This is an optimization exercise on Yosys and OpenROAD, whose aim is small area and a short achievable clock period, not a production implementation.
Where RTL was checked, it was by simulation tests only, not by an equivalence proof against the original.
No functional check of the RTL was part of run 1.
The clock port is modelled as an ideal driver; clocking choices that lean on that would not hold on a real chip.

$ cat flow/design.v
module fir_cpa #(parameter N = 18) (
    input wire [N-1:0] a,
    input wire [N-1:0] b,
    output wire [N-1:0] s
);
    localparam integer M = (N + 1) / 2;                  
    localparam integer TOP = (M > 16) ? 16 : (M > 8) ? 8 : (M > 4) ? 4 : (M > 2) ? 2 : 1;   
    reg [N-1:0] g, p;
    reg [M-1:0] pg, pp;   
    reg [N:0] c;          
    integer d, i, k;
    always @(*) begin
        g = a & b;
        p = a ^ b;
        for (k = 0; k < M; k = k + 1)
            if (2 * k + 1 < N) begin
                pg[k] = g[2*k+1] | (p[2*k+1] & g[2*k]);
                pp[k] = p[2*k+1] & p[2*k];
            end else begin
                pg[k] = g[2*k];
                pp[k] = p[2*k];
            end
        for (d = 1; d < M; d = d * 2)
            for (k = 2 * d - 1; k < M; k = k + 2 * d) begin
                pg[k] = pg[k] | (pp[k] & pg[k-d]);
                pp[k] = pp[k] & pp[k-d];
            end
        for (d = TOP; d >= 1; d = d / 2)
            for (k = 3 * d - 1; k < M; k = k + 2 * d) begin
                pg[k] = pg[k] | (pp[k] & pg[k-d]);
                pp[k] = pp[k] & pp[k-d];
            end
        c = {(N+1){1'b0}};
        c[1] = g[0];
        for (k = 0; 2 * k + 2 <= N; k = k + 1)
            c[2*k+2] = pg[k];
        for (i = 2; i < N; i = i + 2)
            c[i+1] = g[i] | (p[i] & (g[i-1] | (p[i-1] & g[i-2])))
                   | (p[i] & p[i-1] & p[i-2] & c[i-2]);
    end
    assign s = p ^ c[N-1:0];
endmodule
module fir_filter_top #(
    parameter WIDTH = 16,
    parameter TAPS = 8,
    parameter COEFF_SUM = 20
) (
    input wire clk,
    input wire rst,
    input wire signed [WIDTH-1:0] x_in,
    output wire signed [WIDTH+3:0] y_out_raw,
    output wire signed [WIDTH+3:0] y_out
);
    function [5:0] dstep(input [4:0] r, input b);
        begin
            dstep[5] = r[3] | r[4] | (r[2] & b);
            dstep[0] = b ? r[2] : r[0];
            dstep[1] = b ? r[0] : r[3];
            dstep[2] = b ? r[3] : r[1];
            dstep[3] = b ? r[1] : r[4];
            dstep[4] = b ? r[4] : r[2];
        end
    endfunction
    reg signed [15:0] xh0;         
    reg signed [15:0] xd [1:3];    
    reg [15:0] xn4;                
    reg signed [17:0] bh0;         
    reg signed [17:0] bd [1:4];    
    reg [17:0] bn5;                
    reg [4:1] vld;                 
    wire [17:0] ba_x = bh0;
    wire [17:0] ba_y = {{2{xh0[15]}}, xh0};
    wire [17:0] ba_z = {{2{xn4[15]}}, xn4};
    wire [17:0] ba_s = ba_x ^ ba_y ^ ba_z;
    wire [17:0] ba_c = (ba_x & ba_y) | (ba_x & ba_z) | (ba_y & ba_z);
    wire [17:0] bsum;
    fir_cpa #(.N(18)) b_add (.a(ba_s), .b({ba_c[16:0], 1'b1}), .s(bsum));
    always @(posedge clk or posedge rst) begin
        if (rst) begin
            xh0 <= 16'sd0;
            xn4 <= {16{1'b1}};
            bh0 <= 18'sd0;
            bn5 <= {18{1'b1}};
            vld <= 4'd0;
        end else begin
            xh0 <= x_in;
            xn4 <= ~(xd[3] & {16{vld[3]}});
            bh0 <= bsum;
            bn5 <= ~(bd[4] & {18{vld[4]}});
            vld <= {vld[3:1], 1'b1};
        end
    end
    integer i;
    always @(posedge clk) begin
        xd[1] <= xh0;
        for (i = 2; i < 4; i = i + 1) xd[i] <= xd[i-1];
        bd[1] <= bh0;
        for (i = 2; i < 5; i = i + 1) bd[i] <= bd[i-1];
    end
    reg signed [19:0] s2, s1, yraw;
    wire [19:0] sa_x = s2;
    wire [19:0] sa_y = {{2{bh0[17]}}, bh0};
    wire [19:0] sa_z = {{2{bn5[17]}}, bn5};
    wire [19:0] sa_s = sa_x ^ sa_y ^ sa_z;
    wire [19:0] sa_c = (sa_x & sa_y) | (sa_x & sa_z) | (sa_y & sa_z);
    wire [19:0] snext;
    fir_cpa #(.N(20)) s_add (.a(sa_s), .b({sa_c[18:0], 1'b1}), .s(snext));
    always @(posedge clk or posedge rst) begin
        if (rst) begin
            s2 <= 20'sd0;
            s1 <= 20'sd0;
            yraw <= 20'sd0;
        end else begin
            s2 <= snext;
            s1 <= s2;
            yraw <= s1;
        end
    end
    localparam SPLIT = 6;
    reg [4:0] ra [0:SPLIT];
    reg [SPLIT-1:0] qa;
    reg [5:0] ta;
    integer ka;
    always @(*) begin
        case (s2[19:18])
            2'b00:   ra[0] = 5'b00001;   
            2'b01:   ra[0] = 5'b00010;   
            2'b10:   ra[0] = 5'b01000;   
            default: ra[0] = 5'b10000;   
        endcase
        for (ka = 0; ka < SPLIT; ka = ka + 1) begin
            ta = dstep(ra[ka], s2[17-ka]);
            qa[SPLIT-1-ka] = ta[5];
            ra[ka+1] = ta[4:0];
        end
    end
    reg [SPLIT-1:0] qh;
    reg [4:0] rh;
    always @(posedge clk or posedge rst) begin
        if (rst) begin
            qh <= {SPLIT{1'b0}};
            rh <= 5'b00001;
        end else begin
            qh <= qa;
            rh <= ra[SPLIT];
        end
    end
    reg [4:0] rb [SPLIT:16];
    reg [15-SPLIT:0] qb;
    reg [5:0] tb;
    integer kb;
    always @(*) begin
        rb[SPLIT] = rh;
        for (kb = SPLIT; kb < 16; kb = kb + 1) begin
            tb = dstep(rb[kb], s1[17-kb]);
            qb[15-kb] = tb[5];
            rb[kb+1] = tb[4:0];
        end
    end
    wire inc = s1[19] & ((|s1[1:0]) | ~rb[16][0]);
    wire [15:0] fq = {qh, qb};
    wire [3:0] nib_ones = {&fq[15:12], &fq[11:8], &fq[7:4], &fq[3:0]};
    wire [3:0] nib_c = {inc & nib_ones[0] & nib_ones[1] & nib_ones[2],
                        inc & nib_ones[0] & nib_ones[1], inc & nib_ones[0], inc};
    wire [15:0] cy;
    assign cy[0] = nib_c[0];
    assign cy[1] = nib_c[0] & fq[0];
    assign cy[2] = nib_c[0] & fq[0] & fq[1];
    assign cy[3] = nib_c[0] & fq[0] & fq[1] & fq[2];
    assign cy[4] = nib_c[1];
    assign cy[5] = nib_c[1] & fq[4];
    assign cy[6] = nib_c[1] & fq[4] & fq[5];
    assign cy[7] = nib_c[1] & fq[4] & fq[5] & fq[6];
    assign cy[8] = nib_c[2];
    assign cy[9] = nib_c[2] & fq[8];
    assign cy[10] = nib_c[2] & fq[8] & fq[9];
    assign cy[11] = nib_c[2] & fq[8] & fq[9] & fq[10];
    assign cy[12] = nib_c[3];
    assign cy[13] = nib_c[3] & fq[12];
    assign cy[14] = nib_c[3] & fq[12] & fq[13];
    assign cy[15] = nib_c[3] & fq[12] & fq[13] & fq[14];
    wire [15:0] q = fq ^ cy;
    wire sneg = s1[19] & ~((&s1[18:5]) & (s1[4:0] >= 5'd13));
    reg [15:0] ydiv;
    reg ysgn;
    always @(posedge clk or posedge rst) begin
        if (rst) begin
            ydiv <= 16'd0;
            ysgn <= 1'b0;
        end else begin
            ydiv <= q;
            ysgn <= sneg;
        end
    end
    assign y_out_raw = yraw;
    assign y_out = {{3{ysgn}}, ydiv[15], ydiv};
endmodule
$ cat flow/flow/run.sh
#!/bin/bash
# The standard layout flow, with small port buffers, a clock tree built
# from one buffer type without dummy loads, and after CTS a setup repair that
# aims for a 3.05 ns period (the SDC keeps the design's 10 ns clock).
set -euo pipefail
bash standard.sh \
  "BUFFER_PORTS_ARGS=-buffer_cell sky130_fd_sc_hd__buf_1" \
  "CTS_ARGS=-sink_clustering_enable -repair_clock_nets -buf_list sky130_fd_sc_hd__clkbuf_8 -root_buf sky130_fd_sc_hd__clkbuf_16 -sink_clustering_size 19 -sink_clustering_max_diameter 60 -dont_use_dummy_load" \
  "POST_CTS_TCL=$PWD/flow/post_cts.tcl" \
  finish > standard.log 2>&1
$ cat flow/flow/post_cts.tcl
estimate_parasitics -placement
repair_timing -setup -setup_margin 7.0 -repair_tns 100
detailed_placement
$ cat flow/standard.sh
#!/bin/bash
# synth_recipe.tcl (not shown) runs the flow's synth.tcl, then flattens the netlist and writes it again
# the make line also repeats each setting of config.mk as NAME=value (left out here)
make -C /OpenROAD-flow-scripts/flow DESIGN_CONFIG=/design/flow/config.mk WORK_HOME=/design/flow/orfs CLKGATE_MAP_FILE= SYNTH_SCRIPT=/design/flow/synth_recipe.tcl "${@:-finish}"
$ cat flow/config.mk
export PLATFORM = sky130hd
export DESIGN_NAME = fir_filter_top
export DESIGN_NICKNAME = fir_filter_top
export VERILOG_FILES = /design/flow/design.v
export SDC_FILE = /design/flow/constraint.sdc
export NUM_CORES = 4
export LEC_CHECK = 0
export ABC_AREA = 1
export CAP_MARGIN = 20
export CORE_MARGIN = 2
export CORE_UTILIZATION = 40
export SLEW_MARGIN = 20
$ cat flow/constraint.sdc
create_clock -name core_clock -period 10.0 [get_ports {clk}]
set_input_delay 2.0000 -clock core_clock [delete_from_list [all_inputs] [get_ports {clk}]]
set_output_delay 2.0000 -clock core_clock [all_outputs]
set_load 0.01 [all_outputs]
==> results of run 1 <==
[cells in the mapped netlist (4+ instances only)]
cell,n,share of area (%)
nand2_1,168,6.3
dfrtp_1,125,31
dfxtp_1,120,24
nand3_1,72,3.6
inv_1,57,2.1
ha_1,44,5.5
fa_1,40,8.0
dfstp_2,35,9.2
o21ai_0,25,1.2
xor2_1,21,1.8
nor2_1,20,0.75
a21oi_1,15,0.75
xnor2_1,14,1.2
nand4_1,8,0.50
nand2_2,7,0.44
clkbuf_1,6,0.22
a21o_1,5,0.37
buf_4,4,0.30
nand3_2,4,0.40
[critical path, delay by kind of cell, from the launching register on]
family        cells  cell delay, ns
simple gates     14            1.48
flops             1            0.58
buf+inv           2            0.25
fa+ha+maj         3            0.61
[per-layer routing]
layer | part of all wire (%) | GRT usage (%)
met4 | 3.0 | 4.30
met5 | 0 | 0
met1 | 48 | 15.5
met3 | 3.7 | 1.89
met2 | 45 | 18.8
[final cells by class]
class | instances | area (sq um)
Fill cell | 2212 | 13300
Sequential cell | 280 | 6450
Multi-Input combinational cell | 469 | 3480
Tap cell | 324 | 405
Clock buffer | 22 | 337
Timing Repair Buffer | 67 | 293
Inverter | 60 | 233
[registers in the layout, indices dropped and copies added, names as in the netlist]
| signal | flops |
|---|---|
| yraw | 20 |
| ydiv | 16 |
| ysgn | 1 |
| s1 | 20 |
| bd | 72 |
| rh | 5 |
| xn4 | 16 |
| xd | 48 |
| qh | 6 |
| bh0 | 18 |
| xh0 | 16 |
| s2 | 20 |
| vld | 4 |
| bn5 | 18 |
[cell families (layout without fill, tap and decap cells)]
logic type	after synthesis	in the layout	synth area share (%)
AOI/OAI and AO/OA	57	57	3.22
xor gates and xnor gates	35	35	3.06
adders and majority gates	84	84	13.5
buffers and inverters	72	149	2.97
DFF	280	280	64.3
muxes	2	2	0.200
other	1	1	0.0374
and+or+nand+nor	290	290	12.7
[worst paths after layout]
path / slack [ns] / endpoint / depth (start not counted)
hold reg to reg: 0.30 / bd[4][3]$_DFF_P_ / 0
max in group asynchronous: 7.18 / bh0[1]$_DFF_PP0_ / 3
hold / removal: 0.30 / bd[4][3]$_DFF_P_ / 0
setup reg to reg: 6.99 / ydiv[14]$_DFF_PP0_ / 19
min in group asynchronous: 1.68 / ydiv[7]$_DFF_PP0_ / 2
setup / recovery: 6.99 / ydiv[14]$_DFF_PP0_ / 19
[metrics by stage]
stage / cell area, sq um / util (%) / setup slack, ns
after floorplan: 10000 / - / 3.74
after global placement: 10600 / 43.3 / 6.34
after detailed placement: 10600 / 43.3 / 6.31
after global routing: 11200 / 45.8 / 6.70
final: 11200 / 45.8 / 6.99
==> flow_summary_export.csv, run 1 <==
group,metric,value,unit
outcome,status,"finished clean",
clock_tree,cts_sinks,280,
routing,dr.pass1.iters,5,
cells_and_area,stdcell_count,1222,
synth,synthArstFlopShare,57.1,%
worst_setup_path,start_kind,"register",
synth,synth_seq_cells,280,
worst_setup_path,worst_path_largest_cell_delay,0.58,ns
floorplan,start_util,41.0,%
synth,synth_ff_type,"dfrtp_1",
worst_setup_path,crit_type,"reg2reg",
place,place_congestion,0.836,
routing,drt_iter0_markers,215,
place,dp_cells,1191,
clock_tree,cts_tree,"yes",
worst_setup_path,cp_cell_sequence,"inv_1 > nand3_1 > nand3_1 > nand3_1 > nand3_2 > nand3_1 > nand2_1 > nand2_1 > nand2_1 > nand2_1 > nand2_2 > inv_1 > nand2_1 > nand2_2 > nand4_1 > nor2_1 > ha_2 > ha_2 > ha_2",
worst_setup_path,worstPathArrival,3.37,ns
worst_setup_path,end_kind,"register",
timing,finalClockSkew,0.0486,ns
cells_and_area,final_common_cell,"nand2_1",
timing,period_share,30.1,%
routing,vias,5512,
cells_and_area,final_cell_mix,"nand2_1, dfrtp_1, dfxtp_1",
synth,avgSynthCellArea,12.2,sq um
floorplan,rows,57,
global_route,grt_pass1_vias,5393,
synth,ys_seq_area_share,64.3,%
routing,drc,0,
worst_setup_path,crit_top_cell,"nand2_1",
timing,hold_viol,0,
routing,wire_per_inst,11.8,um
global_route,grtUsageTotal,11.5,%
worst_setup_path,rr_startpoint,"s1[9]$_DFF_PP0_",
hold_path,hp-start,"bd[3][3]$_DFF_P_",
floorplan,io_pins,58,
cells_and_area,drive_above_1_share,15.5,%
cells_and_area,fin_nets,1002,
worst_setup_path,cp-startpoint,"s1[9]$_DFF_PP0_",
timing,fmax,332,MHz
timing,timing.final.crit_period,3.01,ns
job,cap_violations,0,
cells_and_area,areaGrowthSynthToFinish,11.8,%
timing,setup_tns,0,ns
routing,via_per_inst,4.51,
synth,synthesis.area,10000,sq um
synth,postSynthCellCount,821,
synth,syn_nets,923,
synth,yosysUniqueCellTypes,41,
timing,grt_setup_unrepaired,"false",
timing,worstMarginPinSlew,0.765,ns
worst_setup_path,cp.required,10.35,ns
hold_path,hold_class,"reg2reg",
global_route,grt_pass1_wl,24.8,mm
place,numPortBuffers,57,
timing,finalSetupViolations,0,
global_route,overflow,0,
routing,routed_wl,14.4,mm
timing,holdWs,0.296,ns
floorplan,core_region_area,24500,sq um
place,dpl.hpwl,10.2,mm
floorplan,die_w,162,um
routing,ant_nets,0,
global_route,grt_antenna_before_repair,0,
timing,maxSlewHeadroom,49.0,%
synth,synth_edf_count,0,
global_route,grt_max_degree,91,
timing,slew_viol_final,0,
cells_and_area,diodes,0,
floorplan,die_h,162,um
synth,yosys_warnings,7,
floorplan,die_area,26300,sq um
worst_setup_path,cpMaxStageDelayCell,"dfrtp_1",
clock_tree,clkTransAtPathRegs,0.10,ns
worst_setup_path,crit_fanout,9,
clock_tree,clkLatencyLatePin,0.49,ns
==> run 2: changes to the inputs <==
--- a/flow/design.v
+++ b/flow/design.v
@@ -118,3 +118,3 @@
     end
-    localparam SPLIT = 6;
+    localparam SPLIT = 8;
     reg [4:0] ra [0:SPLIT];
==> flow_summary_export.csv, run 2 <==
group,metric,value,unit
floorplan,start_util,40.4,%
timing,maxSlewHeadroom,51.6,%
worst_setup_path,end_kind,"output port",
floorplan,io_pins,58,
timing,timing.final.crit_period,3.00,ns
worst_setup_path,cpLargestDelayFamily,"flip-flops",
synth,yosys_warnings,7,
cells_and_area,fill_cells,2348,
global_route,grt_pass1_vias,5313,
synth,synth_area_leader_cell,"dfrtp_1",
timing,finalClockSkew,0.0592,ns
timing,hold_viol,0,
timing,setup_tns,0,ns
routing,drc,0,
cells_and_area,largest_reg_flops,72,
floorplan,core_region_area,25000,sq um
cells_and_area,final_common_cell,"nand2_1",
worst_setup_path,start_kind,"register",
timing,finalSetupViolations,0,
cells_and_area,drive_above_1_share,10.2,%
routing,dr.pass1.iters,4,
synth,synthArstFlopShare,57.4,%
routing,wire_per_inst,11.4,um
place,numPortBuffers,57,
synth,synthesis.area,10100,sq um
timing,period_share,30.0,%
routing,routed_wl,13.9,mm
synth,ys_seq_area_share,64.3,%
place,dpl.hpwl,10.2,mm
routing,vias,5491,
synth,synth_edf_count,0,
synth,synthTopCellsByCount,"nand2_1, dfrtp_1, dfxtp_1, nand3_1, inv_1",
worst_setup_path,cp.required,8.00,ns
worst_setup_path,worstPathArrival,1.00,ns
job,cap_violations,0,
routing,via_per_inst,4.49,
worst_setup_path,worst_path_largest_cell_delay,0.38,ns
place,dp_cells,1201,
cells_and_area,reg.largest.list,"bd: 72 flops, xd: 48 flops",
timing,fmax,333,MHz
global_route,grt_pass1_wl,24.2,mm
floorplan,die_area,26600,sq um
global_route,grt_max_degree,85,
hold_path,hold_class,"reg2reg",
routing,ant_nets,0,
outcome,status,"finished clean",
worst_setup_path,cp_cell_sequence,"clkbuf_2",
worst_setup_path,path_buf_inv,1,
timing,worstMarginPinSlew,0.726,ns
clock_tree,cts_sinks,282,
floorplan,die_h,163,um
clock_tree,clkLatencyLatePin,0.49,ns
place,place_congestion,0.851,
synth,syn_nets,926,
cells_and_area,final_cell_mix,"nand2_1, dfrtp_1, dfxtp_1",
cells_and_area,top_register,"bd",
cells_and_area,diodes,0,
floorplan,die_w,163,um
worst_setup_path,reg2reg_setup_slack,7.12,ns
synth,yosysUniqueCellTypes,35,
synth,synth_ff_type,"dfrtp_1",
cells_and_area,areaGrowthSynthToFinish,9.07,%
synth,avgSynthCellArea,12.3,sq um
worst_setup_path,crit_fanout,1,
floorplan,rows,58,
routing,drt_iter0_markers,206,
clock_tree,cts_tree,"yes",
timing,slew_viol_final,0,
worst_setup_path,crit_type,"reg2out",
synth,synth_seq_cells,282,
synth,yosysMostFrequentCell,"nand2_1",
synth,synth_top_area_share,31.4,%
synth,yosys-top-cells-area,"dfrtp_1, dfxtp_1, dfstp_2, fa_1, nand2_1",
global_route,grtUsageTotal,11.2,%
cells_and_area,stdcell_count,1223,
worst_setup_path,cpMaxStageDelayCell,"dfrtp_1",
clock_tree,clkTransAtPathRegs,0.10,ns
synth,postSynthCellCount,824,
global_route,grt_antenna_before_repair,0,
cells_and_area,fin_nets,997,
timing,grt_setup_unrepaired,"false",
global_route,overflow,0,
==> run 2: metal layers <==
layer / track usage, % / share of wire, % / up-vias
li1: - / - / 2781
met1: 15.3 / 48 / 2585
met2: 17.7 / 44 / 92
met3: 1.86 / 4.5 / 33
met4: 4.63 / 3.1 / 0
met5: 0 / 0 / -
==> run 2: area by class of cell <==
class	count	area [sq um]	share of cell area, %
inverters	60	230	2.09
multi-input cells	471	3310	30.0
well taps	330	413	3.74
repair buffers	58	238	2.16
flip-flops and latches	282	6500	58.9
clock buffers	22	337	3.05
==> run 2: cells by family (layout without fill, tap and decap cells) <==
| group | Yosys count | count (layout) | share of synthesized area (%) |
|---|---|---|---|
| compound gates | 60 | 60 | 3.49 |
| xor+xnor | 36 | 36 | 3.12 |
| fa+ha+maj | 84 | 84 | 13.4 |
| buf+inv | 71 | 140 | 2.97 |
| flops | 282 | 282 | 64.3 |
| mux | 1 | 1 | 0.0990 |
| other cells | 1 | 1 | 0.0371 |
| simple gates | 289 | 289 | 12.6 |
==> run 2: stage by stage <==
stage	hold slack [ns]	utilization [%]	area, sq um	setup slack, ns
detailed placement	0.312	42.6	10700	6.24
floorplan	0.310	-	10100	3.68
global placement	0.310	42.6	10700	6.26
finish	0.311	44.1	11000	7.00
global route	0.311	44.1	11000	6.84
==> run 2: final timing paths <==
path | from | to | depth (start not counted)
worst max-delay path | yraw[3]$_DFF_PP0_ | y_out_raw[3] | 1
max in group asynchronous | rst | xh0[9]$_DFF_PP0_ | 3
worst min-delay path | bd[1][7]$_DFF_P_ | bd[2][7]$_DFF_P_ | 0
worst min register to register | bd[1][7]$_DFF_P_ | bd[2][7]$_DFF_P_ | 0
worst max register to register | bn5[1]$_DFF_PP1_ | s2[15]$_DFF_PP0_ | 14
min in group asynchronous | rst | yraw[1]$_DFF_PP0_ | 2
==> run 3: changes to the inputs <==
--- a/flow/design.v
+++ b/flow/design.v
@@ -182,16 +182,9 @@
     wire [15:0] q = fq ^ cy;
-    wire sneg = s1[19] & ~((&s1[18:5]) & (s1[4:0] >= 5'd13));
     reg [15:0] ydiv;
-    reg ysgn;
     always @(posedge clk or posedge rst) begin
-        if (rst) begin
-            ydiv <= 16'd0;
-            ysgn <= 1'b0;
-        end else begin
-            ydiv <= q;
-            ysgn <= sneg;
-        end
+        if (rst) ydiv <= 16'd0;
+        else     ydiv <= q;
     end
     assign y_out_raw = yraw;
-    assign y_out = {{3{ysgn}}, ydiv[15], ydiv};
+    assign y_out = {{4{ydiv[15]}}, ydiv};
 endmodule
--- a/flow/flow/run.sh
+++ b/flow/flow/run.sh
@@ -7,3 +7,3 @@
   "BUFFER_PORTS_ARGS=-buffer_cell sky130_fd_sc_hd__buf_1" \
-  "CTS_ARGS=-sink_clustering_enable -repair_clock_nets -buf_list sky130_fd_sc_hd__clkbuf_8 -root_buf sky130_fd_sc_hd__clkbuf_16 -sink_clustering_size 19 -sink_clustering_max_diameter 60 -dont_use_dummy_load" \
+  "CTS_ARGS=-sink_clustering_enable -repair_clock_nets -buf_list sky130_fd_sc_hd__clkbuf_4 -root_buf sky130_fd_sc_hd__clkbuf_16 -sink_clustering_size 10 -sink_clustering_max_diameter 50 -dont_use_dummy_load" \
   "POST_CTS_TCL=$PWD/flow/post_cts.tcl" \
==> flow_summary_export.csv, run 3 <==
group,metric,value,unit
clock_tree,clkLatencyLatePin,0.48,ns
floorplan,start_util,40.3,%
global_route,overflow,0,
cells_and_area,reg.largest.list,"bd: 72 flops, xd: 48 flops",
synth,yosys_warnings,7,
cells_and_area,final_cell_mix,"nand2_1, dfrtp_1, dfxtp_1",
floorplan,die_area,26400,sq um
routing,dr.pass1.iters,6,
synth,synth_ff_type,"dfrtp_1",
timing,finalClockSkew,0.0380,ns
cells_and_area,fill_cells,2347,
floorplan,rows,58,
synth,synthTopCellsByCount,"nand2_1, dfrtp_1, dfxtp_1, nand3_1, inv_1",
routing,drc,0,
timing,grt_setup_unrepaired,"false",
worst_setup_path,cp_cell_sequence,"buf_2",
cells_and_area,diodes,0,
clock_tree,cts_sinks,281,
cells_and_area,fin_nets,1007,
job,cap_violations,0,
synth,syn_nets,922,
global_route,grt_max_degree,88,
routing,ant_nets,0,
cells_and_area,stdcell_count,1233,
worst_setup_path,end_kind,"output port",
floorplan,io_pins,58,
routing,via_per_inst,4.50,
place,numPortBuffers,57,
cells_and_area,drive_above_1_share,11.8,%
synth,synth_area_leader_cell,"dfrtp_1",
worst_setup_path,worst_path_largest_cell_delay,0.42,ns
worst_setup_path,cpMaxStageDelayCell,"dfrtp_1",
cells_and_area,top_register,"bd",
cells_and_area,largest_reg_flops,72,
worst_setup_path,cpLargestDelayFamily,"flip-flops",
worst_setup_path,crit_fanout,5,
global_route,grt_antenna_before_repair,0,
global_route,grt_pass1_vias,5474,
worst_setup_path,crit_type,"reg2out",
synth,postSynthCellCount,820,
routing,wire_per_inst,11.4,um
clock_tree,clkTransAtPathRegs,0.10,ns
floorplan,core_region_area,25000,sq um
timing,finalSetupViolations,0,
place,dpl.hpwl,10.1,mm
synth,synth_top_area_share,31.3,%
synth,avgSynthCellArea,12.3,sq um
timing,setup_tns,0,ns
place,place_congestion,0.843,
floorplan,die_w,163,um
clock_tree,cts_tree,"yes",
global_route,grtUsageTotal,11.4,%
synth,synth_edf_count,0,
hold_path,hold_class,"reg2reg",
routing,routed_wl,14.0,mm
synth,yosys-top-cells-area,"dfrtp_1, dfxtp_1, dfstp_2, fa_1, nand2_1",
outcome,status,"finished clean",
synth,synth_seq_cells,281,
synth,ys_seq_area_share,64.3,%
place,dp_cells,1197,
timing,worstMarginPinSlew,0.730,ns
synth,synthArstFlopShare,57.3,%
worst_setup_path,cp.required,8.00,ns
place,place_ws,6.26,ns
worst_setup_path,worstPathArrival,1.05,ns
global_route,grt_pass1_wl,24.4,mm
cells_and_area,areaGrowthSynthToFinish,9.45,%
routing,drt_iter0_markers,211,
cells_and_area,final_common_cell,"nand2_1",
timing,maxSlewHeadroom,51.3,%
cells_and_area,seq_area,6470,sq um
synth,yosysUniqueCellTypes,35,
timing,slew_viol_final,0,
timing,hold_viol,0,
worst_setup_path,start_kind,"register",
timing,worst_slack,6.95,ns
worst_setup_path,path_buf_inv,1,
timing,period_share,30.5,%
routing,vias,5544,
timing,fmax,328,MHz
cells_and_area,multi_input_area,3310,sq um
timing,timing.final.crit_period,3.05,ns
floorplan,die_h,163,um
synth,yosysMostFrequentCell,"nand2_1",
synth,synthesis.area,10100,sq um
==> run 3: cell type report <==
class | instances | share of cell area (%)
Sequential cell | 281 | 58.8
Multi-Input combinational cell | 470 | 30.0
Tap cell | 330 | 3.75
Clock buffer | 36 | 3.25
Timing Repair Buffer | 58 | 2.17
Inverter | 58 | 2.02
==> run 3: kinds of logic (layout without fill, tap and decap cells) <==
group           count (synthesis)  count (layout)  synth area share, %
fa+ha+maj                      84              84                 13.4
compound gates                 60              60                 3.51
mux                             1               1               0.0995
other cells                     1               1               0.0373
flops                         281             281                 64.3
buf+inv                        69             152                 2.80
xor+xnor                       36              36                 3.13
simple gates                  288             288                 12.6
==> run 3: metal layers <==
metal / track usage (%) / wire length [um]
met5: 0 / 0
met4: 4.99 / 408
met3: 2.52 / 691
met2: 18.1 / 6240
met1: 15.1 / 6700
==> run 3: path summary, 6_finish.rpt <==
path | start | to | slack [ns] | cells past startpoint
max | ydiv[15]$_DFF_PP0_ | y_out[16] | 6.95 | 1
min | bd[3][17]$_DFF_P_ | bd[4][17]$_DFF_P_ | 0.28 | 0
max reg2reg | bn5[3]$_DFF_PP1_ | s2[18]$_DFF_PP0_ | 7.10 | 14
min reg2reg | bd[3][17]$_DFF_P_ | bd[4][17]$_DFF_P_ | 0.28 | 0
max in group asynchronous | rst | xh0[2]$_DFF_PP0_ | 7.22 | 3
min in group asynchronous | rst | yraw[3]$_DFF_PP0_ | 1.64 | 2
==> run 3: through the flow <==
stage	util, %	hold WS (ns)	cell area [sq um]
final	44.1	0.283	11000
after global routing	44.1	0.295	11000
after detailed placement	42.6	0.312	10600
after global placement	42.6	0.309	10600
after floorplan	-	0.310	10100
==> run 4: changes to the inputs <==
--- a/flow/design.v
+++ b/flow/design.v
@@ -182,9 +182,16 @@
     wire [15:0] q = fq ^ cy;
+    wire sneg = s1[19] & ~((&s1[18:5]) & (s1[4:0] >= 5'd13));
     reg [15:0] ydiv;
+    reg ysgn;
     always @(posedge clk or posedge rst) begin
-        if (rst) ydiv <= 16'd0;
-        else     ydiv <= q;
+        if (rst) begin
+            ydiv <= 16'd0;
+            ysgn <= 1'b0;
+        end else begin
+            ydiv <= q;
+            ysgn <= sneg;
+        end
     end
     assign y_out_raw = yraw;
-    assign y_out = {{4{ydiv[15]}}, ydiv};
+    assign y_out = {{3{ysgn}}, ydiv[15], ydiv};
 endmodule
==> flow/flow/run.sh (replaced) <==
#!/bin/bash
# The standard layout flow (standard.sh, its own synthesis unchanged) with:
# - port buffers of the small cell buf_1;
# - a clock tree of clkbuf_16 buffers, sinks clustered by up to 24, and no
#   dummy loads;
# - after CTS, a setup repair that aims for a 3 ns period (flow/post_cts.tcl);
#   the SDC keeps the design's 10 ns clock.
# ORFS writes each step's log under orfs/logs; make's output goes to standard.log.
set -euo pipefail
bash standard.sh \
  "BUFFER_PORTS_ARGS=-buffer_cell sky130_fd_sc_hd__buf_1" \
  "CTS_ARGS=-sink_clustering_enable -repair_clock_nets -buf_list sky130_fd_sc_hd__clkbuf_16 -root_buf sky130_fd_sc_hd__clkbuf_16 -sink_clustering_size 24 -sink_clustering_max_diameter 100 -sink_clustering_levels 1 -dont_use_dummy_load" \
  "POST_CTS_TCL=$PWD/flow/post_cts.tcl" \
  finish > standard.log 2>&1
==> flow/flow/post_cts.tcl (replaced) <==
# After CTS: repair setup toward a 3 ns period (slack margin 7 ns on the 10 ns
# clock), then legalize the placement again.
estimate_parasitics -placement
repair_timing -setup -setup_margin 7.0 -repair_tns 100
detailed_placement
==> flow_summary_export.csv, run 4 <==
group,metric,value,unit
routing,via_per_inst,4.48,
worst_setup_path,crit_type,"reg2out",
place,place_congestion,0.851,
routing,vias,5450,
timing,maxSlewHeadroom,51.7,%
floorplan,die_area,26600,sq um
cells_and_area,fin_nets,990,
synth,synth_area_leader_cell,"dfrtp_1",
cells_and_area,diodes,0,
cells_and_area,areaGrowthSynthToFinish,9.35,%
timing,grt_setup_unrepaired,"false",
worst_setup_path,path_buf_inv,1,
worst_setup_path,cpMaxStageDelayCell,"dfrtp_1",
floorplan,rows,58,
floorplan,io_pins,58,
hold_path,hp-start,"bd[2][14]$_DFF_P_",
place,dpl.hpwl,10.2,mm
worst_setup_path,r2r_end,"ydiv[15]$_DFF_PP0_",
global_route,grt_pass1_vias,5214,
job,cap_violations,0,
worst_setup_path,worst_path_largest_cell_delay,0.39,ns
place,place_area,10700,sq um
synth,synth_seq_cells,282,
synth,ys_seq_area_share,64.3,%
floorplan,die_h,163,um
global_route,grt_antenna_before_repair,0,
timing,finalClockSkew,0.0229,ns
place,numPortBuffers,57,
worst_setup_path,cpLargestDelayFamily,"flip-flops",
hold_path,whs_endpoint,"bd[3][14]$_DFF_P_",
floorplan,die_w,163,um
synth,synthArstFlopShare,57.4,%
cells_and_area,fill_cells,2338,
synth,synth_edf_count,0,
routing,wire_per_inst,11.4,um
routing,dr.pass1.iters,5,
worst_setup_path,crit_fanout,1,
cells_and_area,fin_area,11100,sq um
cells_and_area,drive_above_1_share,8.58,%
clock_tree,clkLatencyLatePin,0.48,ns
synth,syn_nets,926,
worst_setup_path,cp.required,8.00,ns
worst_setup_path,reg2reg_setup_slack,7.10,ns
timing,worst_slack,7.01,ns
global_route,grt_pass1_wl,23.9,mm
synth,synth_top_area_share,31.4,%
synth,synthesis.area,10100,sq um
timing,slew_viol_final,0,
routing,drt_iter0_markers,198,
timing,worstMarginPinSlew,0.725,ns
clock_tree,cts_sinks,282,
routing,drc,0,
synth,yosysMostFrequentCell,"nand2_1",
global_route,overflow,0,
synth,synth_ff_type,"dfrtp_1",
worst_setup_path,r2r_cells,17,
worst_setup_path,start_kind,"register",
cells_and_area,top_register,"bd",
outcome,status,"finished clean",
worst_setup_path,end_kind,"output port",
worst_setup_path,rr_startpoint,"s1[9]$_DFF_PP0_",
hold_path,whs_path_depth,0,
timing,finalSetupViolations,0,
timing,fmax,335,MHz
synth,avgSynthCellArea,12.3,sq um
synth,yosysUniqueCellTypes,35,
timing,hold_viol,0,
place,dp_cells,1201,
timing,timing.final.crit_period,2.99,ns
routing,ant_nets,0,
global_route,grtUsageTotal,11.1,%
timing,period_share,29.9,%
synth,postSynthCellCount,824,
worst_setup_path,cp_cell_sequence,"clkbuf_2",
clock_tree,cts_tree,"yes",
timing,holdWs,0.328,ns
place,place_ws,6.24,ns
synth,yosys_warnings,7,
global_route,grt_max_degree,85,
routing,routed_wl,13.9,mm
cells_and_area,final_util,44.2,%
worst_setup_path,worstPathArrival,0.99,ns
cells_and_area,final_common_cell,"nand2_1",
timing,setup_tns,0,ns
synth,yosys-top-cells-area,"dfrtp_1, dfxtp_1, dfstp_2, fa_1, nand2_1",
clock_tree,clkTransAtPathRegs,0.09,ns
cells_and_area,largest_reg_flops,72,
cells_and_area,final_cell_mix,"nand2_1, dfrtp_1, dfxtp_1",
floorplan,core_region_area,25000,sq um
floorplan,start_util,40.4,%
cells_and_area,stdcell_count,1216,
hold_path,hold_class,"reg2reg",
synth,synthTopCellsByCount,"nand2_1, dfrtp_1, dfxtp_1, nand3_1, inv_1",
cells_and_area,reg.largest.list,"bd: 72 flops, xd: 48 flops",
[run 4: worst register-to-register path: stages, from the launching register on]
cell and delay [ns]:
dfrtp_1 0.51, inv_2 0.12, nand2_1 0.10, nand3_1 0.11, nand3_1 0.16, nand3_1 0.13, nand3_1 0.11, nand2_1 0.07
o21ai_1 0.21, nand2_1 0.08, nor2_1 0.17, nor2_1 0.08, nand4_1 0.16, nor2_1 0.07, ha_1 0.18, ha_1 0.19
ha_1 0.19, xor2_1 0.15
[run 4: cell type report]
cell class | instances | area [sq um] | area share (%)
Sequential cell | 282 | 6500 | 58.8
Multi-Input combinational cell | 471 | 3310 | 30.0
Tap cell | 330 | 413 | 3.73
Timing Repair Buffer | 58 | 228 | 2.06
Clock buffer | 15 | 375 | 3.39
Inverter | 60 | 230 | 2.08
[run 4: worst max path at each step]
stage / startpoint / endpoint / depth (start not counted)
final: yraw[5]$_DFF_PP0_ / y_out_raw[5] / 1
after floorplan: rst / bh0[0]$_DFF_PP0_ / 1
after detailed placement: rst / xh0[15]$_DFF_PP0_ / 3
after global routing: s1[9]$_DFF_PP0_ / ydiv[11]$_DFF_PP0_ / 19
after global placement: rst / xh0[15]$_DFF_PP0_ / 3
[run 4: kinds of logic (layout without fill, tap and decap cells)]
group / count (synthesis) / in the layout / synth area share (%)
xor+xnor: 36 / 36 / 3.12
simple gates: 289 / 289 / 12.6
mux: 1 / 1 / 0.0990
buf+inv: 71 / 133 / 2.97
flops: 282 / 282 / 64.3
fa+ha+maj: 84 / 84 / 13.4
other cells: 1 / 1 / 0.0371
compound gates: 60 / 60 / 3.49
[run 4: layer usage]
layer	routed length (um)	vias up	track usage, %
li1	-	2767	-
met4	438	0	3.78
met3	513	24	1.76
met5	0	-	0
met1	6700	2565	15.4
met2	6210	94	17.8
==> run 5: changes to the inputs <==
--- a/flow/flow/run.sh
+++ b/flow/flow/run.sh
@@ -11,3 +11,3 @@
   "BUFFER_PORTS_ARGS=-buffer_cell sky130_fd_sc_hd__buf_1" \
-  "CTS_ARGS=-sink_clustering_enable -repair_clock_nets -buf_list sky130_fd_sc_hd__clkbuf_16 -root_buf sky130_fd_sc_hd__clkbuf_16 -sink_clustering_size 24 -sink_clustering_max_diameter 100 -sink_clustering_levels 1 -dont_use_dummy_load" \
+  "CTS_ARGS=-sink_clustering_enable -repair_clock_nets -buf_list sky130_fd_sc_hd__clkbuf_16 -root_buf sky130_fd_sc_hd__clkbuf_16 -sink_clustering_size 24 -sink_clustering_max_diameter 100 -num_static_layers 1 -dont_use_dummy_load" \
   "POST_CTS_TCL=$PWD/flow/post_cts.tcl" \
==> flow_summary_export.csv, run 5 <==
group,metric,value,unit
outcome,status,"finished clean",
place,dpl.hpwl,10.2,mm
floorplan,io_pins,58,
place,place_congestion,0.851,
cells_and_area,largest_reg_flops,72,
worst_setup_path,crit_type,"reg2out",
job,cap_violations,0,
synth,postSynthCellCount,824,
worst_setup_path,worst_path_largest_cell_delay,0.39,ns
synth,avgSynthCellArea,12.3,sq um
global_route,grt_max_degree,85,
global_route,overflow,0,
synth,yosysUniqueCellTypes,35,
worst_setup_path,cpLargestDelayFamily,"flip-flops",
floorplan,die_w,163,um
timing,slew_viol_final,0,
routing,drc,0,
cells_and_area,fin_nets,990,
global_route,grt_antenna_before_repair,0,
floorplan,die_h,163,um
timing,setup_tns,0,ns
floorplan,die_area,26600,sq um
worst_setup_path,cp_cell_sequence,"clkbuf_2",
global_route,grt_pass1_wl,24.0,mm
synth,synth_top_area_share,31.4,%
routing,via_per_inst,4.49,
timing,holdWs,0.327,ns
worst_setup_path,cpMaxStageDelayCell,"dfrtp_1",
synth,synth_area_leader_cell,"dfrtp_1",
worst_setup_path,reg2reg_setup_slack,7.12,ns
cells_and_area,diodes,0,
routing,wire_per_inst,11.4,um
worst_setup_path,end_kind,"output port",
clock_tree,clkTransAtPathRegs,0.09,ns
synth,yosysMostFrequentCell,"nand2_1",
synth,ys_seq_area_share,64.3,%
worst_setup_path,path_buf_inv,1,
routing,vias,5462,
routing,routed_wl,13.8,mm
place,numPortBuffers,57,
cells_and_area,final_common_cell,"nand2_1",
cells_and_area,reg.largest.list,"bd: 72 flops, xd: 48 flops",
synth,synth_seq_cells,282,
clock_tree,cts_tree,"yes",
timing,fmax,335,MHz
timing,timing.final.crit_period,2.98,ns
hold_path,hold_class,"reg2reg",
timing,hold_viol,0,
timing,period_share,29.8,%
synth,yosys-top-cells-area,"dfrtp_1, dfxtp_1, dfstp_2, fa_1, nand2_1",
synth,syn_nets,926,
timing,finalClockSkew,0.0232,ns
timing,worstMarginPinSlew,0.715,ns
worst_setup_path,worstPathArrival,0.98,ns
cells_and_area,final_cell_mix,"nand2_1, dfrtp_1, dfxtp_1",
clock_tree,clkLatencyLatePin,0.48,ns
cells_and_area,top_register,"bd",
cells_and_area,final_util,44.2,%
clock_tree,cts_sinks,282,
synth,synth_edf_count,0,
global_route,grt_pass1_vias,5225,
routing,drt_iter0_markers,230,
global_route,grtUsageTotal,11.1,%
routing,ant_nets,0,
worst_setup_path,start_kind,"register",
synth,yosys_warnings,7,
place,place_ws,6.24,ns
timing,finalSetupViolations,0,
synth,synthTopCellsByCount,"nand2_1, dfrtp_1, dfxtp_1, nand3_1, inv_1",
timing,worst_slack,7.02,ns
synth,synthesis.area,10100,sq um
floorplan,core_region_area,25000,sq um
routing,dr.pass1.iters,4,
synth,synthArstFlopShare,57.4,%
worst_setup_path,crit_fanout,1,
worst_setup_path,cp.required,8.00,ns
synth,synth_ff_type,"dfrtp_1",
timing,maxSlewHeadroom,52.3,%
cells_and_area,areaGrowthSynthToFinish,9.35,%
floorplan,start_util,40.4,%
timing,grt_setup_unrepaired,"false",
cells_and_area,drive_above_1_share,8.58,%
floorplan,rows,58,
## run 5: layout make-up
cell class,count,area (sq um)
repair buffers,58,228
inverters,60,230
multi-input cells,471,3310
flip-flops and latches,282,6500
clock buffers,15,375
fillers,2338,14000
well taps,330,413
## run 5: kinds of logic after synthesis
group,synth area share [%]
buf+inv,2.97
simple gates,12.6
other cells,0.0371
flops,64.3
mux,0.0990
compound gates,3.49
xor+xnor,3.12
fa+ha+maj,13.4
## run 5: path summary, 6_finish.rpt
check	start	cells after the start	end
min in group asynchronous	rst	2	yraw[0]$_DFF_PP0_
setup reg to reg	s1[9]$_DFF_PP0_	17	ydiv[15]$_DFF_PP0_
setup / recovery	yraw[5]$_DFF_PP0_	1	y_out_raw[5]
max in group asynchronous	rst	3	xh0[15]$_DFF_PP0_
hold reg to reg	bd[2][14]$_DFF_P_	0	bd[3][14]$_DFF_P_
hold / removal	bd[2][14]$_DFF_P_	0	bd[3][14]$_DFF_P_
## run 5: per-stage QoR
step | cells | area, sq um
after floorplan | 824 | 10100
after global placement | 1201 | 10700
after detailed placement | 1201 | 10700
after global routing | 1216 | 11100
final | 1216 | 11100
## run 5: layer usage
metal	wire [um]	global-route usage [%]
met2	6160	17.8
met3	498	1.83
met4	433	3.66
met1	6740	15.4
met5	0	0
==> run 6: changes to the inputs <==
--- a/flow/flow/run.sh
+++ b/flow/flow/run.sh
@@ -11,3 +11,3 @@
   "BUFFER_PORTS_ARGS=-buffer_cell sky130_fd_sc_hd__buf_1" \
-  "CTS_ARGS=-sink_clustering_enable -repair_clock_nets -buf_list sky130_fd_sc_hd__clkbuf_16 -root_buf sky130_fd_sc_hd__clkbuf_16 -sink_clustering_size 24 -sink_clustering_max_diameter 100 -num_static_layers 1 -dont_use_dummy_load" \
+  "CTS_ARGS=-sink_clustering_enable -repair_clock_nets -buf_list sky130_fd_sc_hd__clkbuf_16 -root_buf sky130_fd_sc_hd__clkbuf_16 -sink_clustering_size 24 -sink_clustering_max_diameter 100 -dont_use_dummy_load" \
   "POST_CTS_TCL=$PWD/flow/post_cts.tcl" \
==> flow_summary_export.csv, run 6 <==
group,metric,value,unit
cells_and_area,diodes,0,
floorplan,rows,58,
floorplan,die_area,26600,sq um
worst_setup_path,r2r_cells,17,
clock_tree,cts_tree,"yes",
routing,dr_wl_met2,6.21,mm
routing,wire_per_inst,11.4,um
worst_setup_path,end_kind,"output port",
timing,grt_setup_unrepaired,"false",
timing,maxSlewHeadroom,51.7,%
synth,synthArstFlopShare,57.4,%
global_route,overflow,0,
routing,dr.pass1.iters,5,
synth,synth_top_area_share,31.4,%
routing,vias,5450,
routing,via_per_inst,4.48,
worst_setup_path,path_depth,1,
timing,worstMarginPinSlew,0.725,ns
routing,drt_iter0_markers,198,
cells_and_area,reg.largest.list,"bd: 72 flops, xd: 48 flops",
routing,highest_layer,"met4",
worst_setup_path,worstPathArrival,0.99,ns
job,cap_violations,0,
worst_setup_path,crit_end,"y_out_raw[5]",
routing,ant_nets,0,
place,numPortBuffers,57,
timing,fmax,335,MHz
worst_setup_path,r2r_end,"ydiv[15]$_DFF_PP0_",
global_route,grtUsageTotal,11.1,%
synth,syn_nets,926,
synth,postSynthCellCount,824,
global_route,grt_max_degree,85,
floorplan,start_util,40.4,%
place,dpl.hpwl,10.2,mm
synth,synth_ff_type,"dfrtp_1",
timing,hold_viol,0,
cells_and_area,areaGrowthSynthToFinish,9.35,%
worst_setup_path,rr_startpoint,"s1[9]$_DFF_PP0_",
cells_and_area,largest_reg_flops,72,
floorplan,die_h,163,um
floorplan,core_region_area,25000,sq um
global_route,grt_pass1_vias,5214,
timing,period_share,29.9,%
timing,slew_viol_final,0,
cells_and_area,final_cell_mix,"nand2_1, dfrtp_1, dfxtp_1",
timing,holdWs,0.328,ns
worst_setup_path,cpLargestDelayFamily,"flip-flops",
cells_and_area,final_common_cell,"nand2_1",
outcome,status,"finished clean",
synth,yosysUniqueCellTypes,35,
synth,synth_area_leader_cell,"dfrtp_1",
worst_setup_path,reg2reg_setup_slack,7.10,ns
synth,avgSynthCellArea,12.3,sq um
routing,drt-met1-wl,6.70,mm
routing,drc,0,
floorplan,io_pins,58,
timing,setup_tns,0,ns
global_route,grt_pass1_wl,23.9,mm
place,dp_cells,1201,
synth,yosys_warnings,7,
synth,synthesis.area,10100,sq um
synth,synth_edf_count,0,
worst_setup_path,cp.required,8.00,ns
worst_setup_path,cpMaxStageDelayCell,"dfrtp_1",
worst_setup_path,cp-startpoint,"yraw[5]$_DFF_PP0_",
worst_setup_path,crit_type,"reg2out",
cells_and_area,stdcell_count,1216,
place,place_congestion,0.851,
timing,finalSetupViolations,0,
timing,finalClockSkew,0.0229,ns
worst_setup_path,path_buf_inv,1,
cells_and_area,fill_cells,2338,
cells_and_area,drive_above_1_share,8.58,%
worst_setup_path,worst_path_largest_cell_delay,0.39,ns
global_route,grt_antenna_before_repair,0,
routing,routed_wl,13.9,mm
timing,timing.final.crit_period,2.99,ns
clock_tree,clkTransAtPathRegs,0.09,ns
cells_and_area,top_register,"bd",
clock_tree,clkLatencyLatePin,0.48,ns
synth,yosys-top-cells-area,"dfrtp_1, dfxtp_1, dfstp_2, fa_1, nand2_1",
clock_tree,cts_sinks,282,
worst_setup_path,cp_cell_sequence,"clkbuf_2",
worst_setup_path,crit_fanout,1,
synth,synthTopCellsByCount,"nand2_1, dfrtp_1, dfxtp_1, nand3_1, inv_1",
synth,synth_seq_cells,282,
hold_path,hold_class,"reg2reg",
synth,yosysMostFrequentCell,"nand2_1",
cells_and_area,fin_nets,990,
routing,met3WireLength,513,um
worst_setup_path,start_kind,"register",
floorplan,die_w,163,um
synth,ys_seq_area_share,64.3,%
-- run 6: worst register-to-register path, delay by kind of cell, from the launching register on --
family | cells | cell delay [ns]
buffers and inverters | 1 | 0.12
xor gates and xnor gates | 1 | 0.15
AOI/OAI and AO/OA | 1 | 0.21
and+or+nand+nor | 11 | 1.24
DFF | 1 | 0.51
adders and majority gates | 3 | 0.56
-- run 6: cells by family (layout without fill, tap and decap cells) --
group | after synthesis | in the layout | share of synthesized area (%)
adder cells (fa/ha/maj) | 84 | 84 | 13.4
other | 1 | 1 | 0.0371
buffers and inverters | 71 | 133 | 2.97
XOR/XNOR | 36 | 36 | 3.12
AND/OR/NAND/NOR | 289 | 289 | 12.6
flip-flops | 282 | 282 | 64.3
AO/OA/AOI/OAI | 60 | 60 | 3.49
multiplexers | 1 | 1 | 0.0990
-- run 6: how the worst min path moves through the flow --
stage / start / endpoint / slack, ns / depth (start not counted)
after floorplan: bd[1][0]$_DFF_P_ / bd[2][0]$_DFF_P_ / 0.31 / 0
after global placement: bd[3][10]$_DFF_P_ / bd[4][10]$_DFF_P_ / 0.31 / 0
after detailed placement: bd[1][17]$_DFF_P_ / bd[2][17]$_DFF_P_ / 0.31 / 0
after global routing: bd[1][5]$_DFF_P_ / bd[2][5]$_DFF_P_ / 0.33 / 0
final: bd[2][14]$_DFF_P_ / bd[3][14]$_DFF_P_ / 0.33 / 0
-- run 6: final cells by class --
class | instances | area (sq um) | area share [%]
clock buffer | 15 | 375 | 3.39
sequential | 282 | 6500 | 58.8
inverter | 60 | 230 | 2.08
tap | 330 | 413 | 3.73
multi-input combinational | 471 | 3310 | 30.0
timing repair buffer | 58 | 228 | 2.06
-- run 6: per-stage QoR --
step	instance area [sq um]	setup slack (ns)	util (%)
final	11100	7.01	44.2
after global routing	11100	6.86	44.2
after detailed placement	10700	6.24	42.6
after global placement	10700	6.26	42.6
after floorplan	10100	3.68	-
-- run 6: metal layers --
metal,track usage (%),up-vias
met1,15.4,2565
met2,17.8,94
met4,3.78,0
met3,1.76,24
met5,0,-
li1,-,2767
==> run 7: changes to the inputs <==
==> flow/flow/post_cts.tcl (replaced) <==
# After CTS: repair setup toward a 3 ns period (slack margin 7 ns on the 10 ns
# clock), then legalize the placement again.
estimate_parasitics -placement
repair_timing -setup -setup_margin 7.1 -repair_tns 100
detailed_placement
==> flow_summary_export.csv, run 7 <==
group,metric,value,unit
clock_tree,clkTransAtPathRegs,0.09,ns
cells_and_area,areaGrowthSynthToFinish,9.53,%
worst_setup_path,worst_path_largest_cell_delay,0.39,ns
cells_and_area,reg.largest.list,"bd: 72 flops, xd: 48 flops",
routing,ant_nets,0,
global_route,grt_antenna_before_repair,0,
routing,dr.pass1.iters,4,
worst_setup_path,start_kind,"register",
timing,hold_viol,0,
timing,setup_tns,0,ns
synth,synth_edf_count,0,
timing,grt_setup_unrepaired,"false",
global_route,grt_max_degree,85,
synth,postSynthCellCount,824,
place,numPortBuffers,57,
worst_setup_path,worstPathArrival,0.99,ns
synth,yosys-top-cells-area,"dfrtp_1, dfxtp_1, dfstp_2, fa_1, nand2_1",
cells_and_area,diodes,0,
worst_setup_path,path_buf_inv,1,
clock_tree,cts_tree,"yes",
worst_setup_path,reg2reg_setup_slack,7.13,ns
synth,syn_nets,926,
worst_setup_path,cp_cell_sequence,"clkbuf_2",
cells_and_area,drive_above_1_share,9.93,%
cells_and_area,final_util,44.2,%
timing,period_share,29.9,%
worst_setup_path,crit_type,"reg2out",
synth,synth_area_leader_cell,"dfrtp_1",
global_route,grt_pass1_vias,5218,
place,dpl.hpwl,10.2,mm
timing,maxSlewHeadroom,52.2,%
floorplan,die_w,163,um
routing,vias,5448,
place,place_congestion,0.851,
timing,timing.final.crit_period,2.99,ns
job,cap_violations,0,
synth,synthesis.area,10100,sq um
floorplan,io_pins,58,
routing,drc,0,
synth,synth_ff_type,"dfrtp_1",
worst_setup_path,cpLargestDelayFamily,"flip-flops",
worst_setup_path,end_kind,"output port",
routing,wire_per_inst,11.4,um
routing,routed_wl,13.9,mm
synth,avgSynthCellArea,12.3,sq um
synth,synth_top_area_share,31.4,%
clock_tree,clkLatencyLatePin,0.48,ns
worst_setup_path,cp.required,8.00,ns
synth,synthArstFlopShare,57.4,%
synth,synthTopCellsByCount,"nand2_1, dfrtp_1, dfxtp_1, nand3_1, inv_1",
global_route,overflow,0,
timing,fmax,335,MHz
worst_setup_path,cpMaxStageDelayCell,"dfrtp_1",
cells_and_area,fin_nets,990,
global_route,grtUsageTotal,11.1,%
floorplan,core_region_area,25000,sq um
worst_setup_path,crit_fanout,1,
timing,slew_viol_final,0,
synth,yosys_warnings,7,
floorplan,die_area,26600,sq um
timing,finalSetupViolations,0,
cells_and_area,top_register,"bd",
timing,worstMarginPinSlew,0.716,ns
floorplan,start_util,40.4,%
routing,drt_iter0_markers,210,
synth,ys_seq_area_share,64.3,%
synth,synth_seq_cells,282,
cells_and_area,largest_reg_flops,72,
clock_tree,cts_sinks,282,
floorplan,rows,58,
timing,finalClockSkew,0.0224,ns
synth,yosysUniqueCellTypes,35,
synth,yosysMostFrequentCell,"nand2_1",
cells_and_area,final_common_cell,"nand2_1",
hold_path,hold_class,"reg2reg",
routing,via_per_inst,4.48,
floorplan,die_h,163,um
cells_and_area,final_cell_mix,"nand2_1, dfrtp_1, dfxtp_1",
outcome,status,"finished clean",
global_route,grt_pass1_wl,24.0,mm
[run 7: cell counts after synthesis]
No cell type changed its count.
[run 7: area by class of cell]
cell class | instances | area (sq um)
Fill cell | 2337 | 14000
Sequential cell | 282 | 6500
Multi-Input combinational cell | 471 | 3310
Tap cell | 330 | 413
Clock buffer | 15 | 375
Timing Repair Buffer | 58 | 243
Inverter | 60 | 230
[run 7: cells by family (layout without fill, tap and decap cells)]
| group | count (synthesis) | in the layout | share of synthesized area, % |
|---|---|---|---|
| other cells | 1 | 1 | 0.0371 |
| buf+inv | 71 | 133 | 2.97 |
| flops | 282 | 282 | 64.3 |
| compound gates | 60 | 60 | 3.49 |
| xor+xnor | 36 | 36 | 3.12 |
| simple gates | 289 | 289 | 12.6 |
| mux | 1 | 1 | 0.0990 |
| fa+ha+maj | 84 | 84 | 13.4 |
[run 7: per-stage QoR]
stage | cell area (sq um) | hold slack (ns) | worst slack [ns] | std cells
after global routing | 11100 | 0.335 | 6.92 | 1216
after floorplan | 10100 | 0.310 | 3.68 | 824
after detailed placement | 10700 | 0.312 | 6.24 | 1201
after global placement | 10700 | 0.310 | 6.26 | 1201
final | 11100 | 0.328 | 7.01 | 1216
[run 7: final timing paths]
path,to,from,depth (start not counted)
setup reg to reg,s2[15]$_DFF_PP0_,bh0[3]$_DFF_PP0_,15
max in group asynchronous,xh0[15]$_DFF_PP0_,rst,3
setup / recovery,y_out_raw[5],yraw[5]$_DFF_PP0_,1
hold / removal,xd[2][10]$_DFF_P_,xd[1][10]$_DFF_P_,0
hold reg to reg,xd[2][10]$_DFF_P_,xd[1][10]$_DFF_P_,0
min in group asynchronous,yraw[0]$_DFF_PP0_,rst,2
[run 7: layer usage]
metal	track usage [%]	up-vias	routed length [um]
met5	0	-	0
met4	3.78	0	438
met1	15.4	2567	6740
li1	-	2766	-
met3	1.76	24	503
met2	17.7	91	6170

## what the ideal ports hide
The flow's constraints put no driver on any port. The routed layouts listed below were extracted and timed again, unchanged, in two steps.
Step 1 sets driving cells, clkbuf_16 on the clock port and buf_2 on the other inputs (assumed; they add their load-dependent delay and slew).
Step 2 moves the port delays by t, midway between the first and last clock arrival at a register: inputs arrive t later, outputs are due t later. That takes back most of the time a late clock gives input paths.
a / b / c = ideal ports / drivers / drivers and shift; a / b = the first two.
| run | shift t [ns] | slack for setup (ns) | clock arrival spread, ns | worst data-port slew with drivers (ns) |
|---|---|---|---|---|
| run 1 | 0.499 | 6.985 / 6.978 / 6.699 | 0.055 / 0.055 | 0.03 |
| run 2 | 0.509 | 6.997 / 6.955 / 6.716 | 0.064 / 0.064 | 0.03 |
| run 3 | 0.499 | 6.955 / 6.915 / 6.746 | 0.047 / 0.047 | 0.03 |
| run 4 | 0.510 | 7.013 / 6.971 / 6.701 | 0.026 / 0.026 | 0.03 |
| run 5 | 0.510 | 7.016 / 6.975 / 6.711 | 0.024 / 0.025 | 0.03 |
| run 6 | 0.510 | 7.013 / 6.971 / 6.701 | 0.026 / 0.026 | 0.03 |
| run 7 | 0.510 | 7.012 / 6.971 / 6.702 | 0.024 / 0.025 | 0.03 |
After both steps every run listed still meets setup and hold. The worst setup slack also covers recovery checks on asynchronous resets.
